Source: an optimization exercise on an open RTL-to-GDS flow (aim: small area). Production flows keep margins and buffers that such runs may drop.
The RTL was checked by simulation tests, not by an equivalence proof against the original design.
The flow treats the clock pin as an ideal source, which a real chip does not have.
Power and IR drop assume default switching activity.

Setup of blue:
## MISR_golden_sign
module MISR_golden_sign(
    input clk,
    input reset,
    output reg [73:0] MISR
    );
    reg [7:0] x;
    reg [4:1] t;
    wire inj = t[2] & ~t[3];
    wire m = x[0] & t[4];
    wire [7:0] a = x;
    wire [7:0] b = {m, x[7], x[6], x[5] ^ m, x[4] ^ m, x[3], x[2], x[1] ^ m};
    wire [8:0] s = {1'b0, a} + {1'b0, b};    
    wire [8:0] d = {1'b0, a} - {1'b0, b};    
    wire [15:0] p = a * b;
    wire [7:0] xr = a ^ b;
    wire [7:0] xn = ~xr & {8{t[2]}};
    wire [7:0] nd = ~(a & b) & {8{t[2]}};
    wire [7:0] ll = a << 2;
    wire [7:0] lr = a >> 2;
    wire [73:0] r = {s[7:0], s[8], d[7:0], d[8], p, xr, xn, nd, ll, lr};
    wire fb = MISR[73];
    wire [73:0] nxt = {MISR[72:0], fb} ^ r ^ {fb, 2'b00, fb, fb, 69'd0};
    always @(posedge clk) begin
        if (reset) begin
            MISR <= 74'd0;
            x <= 8'd0;
            t <= 4'd0;
        end else begin
            MISR <= nxt;
            x <= {x[6], x[5], x[4] ^ x[7], x[3] ^ x[7], x[2], x[1], x[0] ^ x[7], x[7] | inj};
            t <= {t[3:1], 1'b1};
        end
    end
endmodule
Settings: LEC_CHECK=0, CAP_MARGIN=20, CORE_MARGIN=2, CORE_UTILIZATION=70, SLEW_MARGIN=20; clock period 5.5 ns.
standard.sh (not shown) runs the stock make flow with config.mk's settings and CLKGATE_MAP_FILE= SYNTH_SCRIPT=/design/flow/synth_recipe.tcl, a recipe that flattens the netlist after the stock synthesis.
==> flow/flow/run.sh <==
#!/bin/bash
# Standard ORFS layout with smaller port buffers, a lighter clock tree and no CTS dummy loads.
set -uo pipefail
bash standard.sh \
  "BUFFER_PORTS_ARGS=-buffer_cell sky130_fd_sc_hd__buf_1" \
  "CTS_ARGS=-sink_clustering_enable -repair_clock_nets -dont_use_dummy_load -buf_list sky130_fd_sc_hd__clkbuf_8 -root_buf sky130_fd_sc_hd__clkbuf_8" \
  finish > standard.log 2>&1
Both conditions hold for blue: the flow ran to the end and the final layout passed the timing, DRC and antenna checks.
The following lists how green was set up differently from blue:
- swapping 70 for 40 in CORE_UTILIZATION
==> flow/run.sh (new file) <==
#!/bin/bash
# synth_recipe.tcl (not shown) runs the flow's synth.tcl, then flattens the netlist and writes it again
# the make line also repeats each setting of config.mk as NAME=value (left out here)
make -C /OpenROAD-flow-scripts/flow DESIGN_CONFIG=/design/flow/config.mk WORK_HOME=/design/flow/orfs CLKGATE_MAP_FILE= SYNTH_SCRIPT=/design/flow/synth_recipe.tcl finish
removed: flow/flow/run.sh
removed: flow/standard.sh
Notes after the runs:
green completed end to end with timing, DRC and antenna clean.
Summary of green over blue: signed area change from the synthesized netlist to the final layout climbed 13 points, worst reg-to-reg setup slack shows an increase of 0.07 ns, post-route clock period utilization decreased by 1.2 points relative to the old numbers.

---

Another version of the RTL of MISR_golden_sign (not shown whole).
Size in the first run: about 430 cells after synthesis, roughly 4700 µm² of cells after synthesis.
Settings: LEC_CHECK=0, CAP_MARGIN=20, CORE_MARGIN=2, CORE_UTILIZATION=40, SLEW_MARGIN=20, SYNTH_HIERARCHICAL=1; clock period 5.5 ns.
==> flow/flow/run.sh <==
#!/bin/bash
# Standard ORFS layout with smaller port buffers and no CTS dummy loads.
set -uo pipefail
bash standard.sh \
  "BUFFER_PORTS_ARGS=-buffer_cell sky130_fd_sc_hd__buf_1" \
  "CTS_ARGS=-sink_clustering_enable -repair_clock_nets -dont_use_dummy_load" \
  finish > standard.log 2>&1
The starting point completed with no timing, DRC or antenna violations.
Rerun with:
==> flow/flow/run.sh (replaced) <==
#!/bin/bash
set -uo pipefail
bash standard.sh \
  "BUFFER_PORTS_ARGS=-buffer_cell sky130_fd_sc_hd__buf_1" \
  "CTS_ARGS=-sink_clustering_enable -repair_clock_nets -dont_use_dummy_load -buf_list sky130_fd_sc_hd__clkbuf_8 -root_buf sky130_fd_sc_hd__clkbuf_8 -sink_clustering_size 30 -sink_clustering_max_diameter 200" \
  finish > standard.log 2>&1
--- a/flow/config.mk
+++ b/flow/config.mk
@@ -10 +10,2 @@
-export CORE_UTILIZATION = 40
+export CORE_UTILIZATION = 70
+export GPL_TIMING_DRIVEN = 0
Result: Non-clock buffer count rises by 1; utilization rises by 34 points; total power falls by 13%.
Rerun with:
==> flow/flow/run.sh (replaced) <==
#!/bin/bash
# Standard ORFS layout with buf_1 port buffers and a one-buffer clock tree
# (flow/cts_manual.tcl). Logs: standard.log.
set -uo pipefail
bash standard.sh \
  "BUFFER_PORTS_ARGS=-buffer_cell sky130_fd_sc_hd__buf_1" \
  "PRE_CTS_TCL=$PWD/flow/cts_manual.tcl" \
  "MANUAL_CTS_BUF=sky130_fd_sc_hd__clkbuf_16" \
  finish > standard.log 2>&1
==> flow/flow/cts_manual.tcl (new file) <==
# Sourced by ORFS's cts.tcl before its clock tree synthesis (PRE_CTS_TCL).
# Replaces clock_tree_synthesis with a one-level clock tree: a single clock
# buffer, placed at the centroid of the flip-flops, drives every clock pin.
# The clock port then drives only that buffer.
rename clock_tree_synthesis orfs_clock_tree_synthesis
proc clock_tree_synthesis {args} {
  set block [ord::get_db_block]
  set net [$block findNet clk]
  set sx 0.0
  set sy 0.0
  set n 0
  foreach it [$net getITerms] {
    set box [[$it getInst] getBBox]
    set sx [expr {$sx + ([$box xMin] + [$box xMax]) / 2.0}]
    set sy [expr {$sy + ([$box yMin] + [$box yMax]) / 2.0}]
    incr n
  }
  set dbu [$block getDbUnitsPerMicron]
  set cx [expr {$sx / $n / $dbu}]
  set cy [expr {$sy / $n / $dbu}]
  puts "manual CTS: $n clock pins, buffer at ($cx, $cy)"
  insert_buffer -net clk -buffer_cell $::env(MANUAL_CTS_BUF) \
    -location [list $cx $cy] -buffer_name clkbuf_root -net_name clknet_root
  [$block findNet clknet_root] setSigType CLOCK
  set_propagated_clock [all_clocks]
}
--- a/flow/config.mk
+++ b/flow/config.mk
@@ -11 +10,0 @@
-export GPL_TIMING_DRIVEN = 0
What happened: With this change the flow ended with an error in 4_1_cts; area after synthesis does not change; synthesized cell count does not change.
Rerun with:
==> flow/flow/run.sh (replaced) <==
#!/bin/bash
set -uo pipefail
bash standard.sh \
  "BUFFER_PORTS_ARGS=-buffer_cell sky130_fd_sc_hd__buf_1" \
  "CTS_ARGS=-repair_clock_nets -dont_use_dummy_load -buf_list sky130_fd_sc_hd__clkbuf_16 -root_buf sky130_fd_sc_hd__clkbuf_16" \
  finish > standard.log 2>&1
removed: flow/flow/cts_manual.tcl
Outcome:
- The new run finished with timing, DRC and antenna clean
- synthesized area is unchanged
- synthesized cell count does not change

## port drivers added, routing unchanged
The flow's constraints put no driver on any port. The routed layouts listed below were extracted and timed again, unchanged, in two steps. Step 1 assumes that a clkbuf_16 drives the clock port and a buf_2 every other input. Step 2, shift: input delay + t, output delay - t, t = (earliest + latest rising clock arrival at the registers) / 2. This alone moves slack from input paths to output paths. Slacks: no drivers / after step 1 / after step 2; pairs: no drivers / after step 1.
| run | t (ns) | slack for setup (ns) | cell pins on the clock port's net |
|---|---|---|---|
| blue | 0.380 | 0.375 / 0.375 / 0.375 | 1 |
| green | 0.391 | 0.441 / 0.441 / 0.441 | 1 |
| the first run of note 2 | 0.377 | 0.299 / 0.299 / 0.299 | 1 |
| the second run of note 2 | 0.383 | 0.225 / 0.225 / 0.225 | 1 |
| the fourth run of note 2 | 0.359 | 0.201 / 0.201 / 0.201 | 1 |
After both steps setup and hold are still met in every run listed.
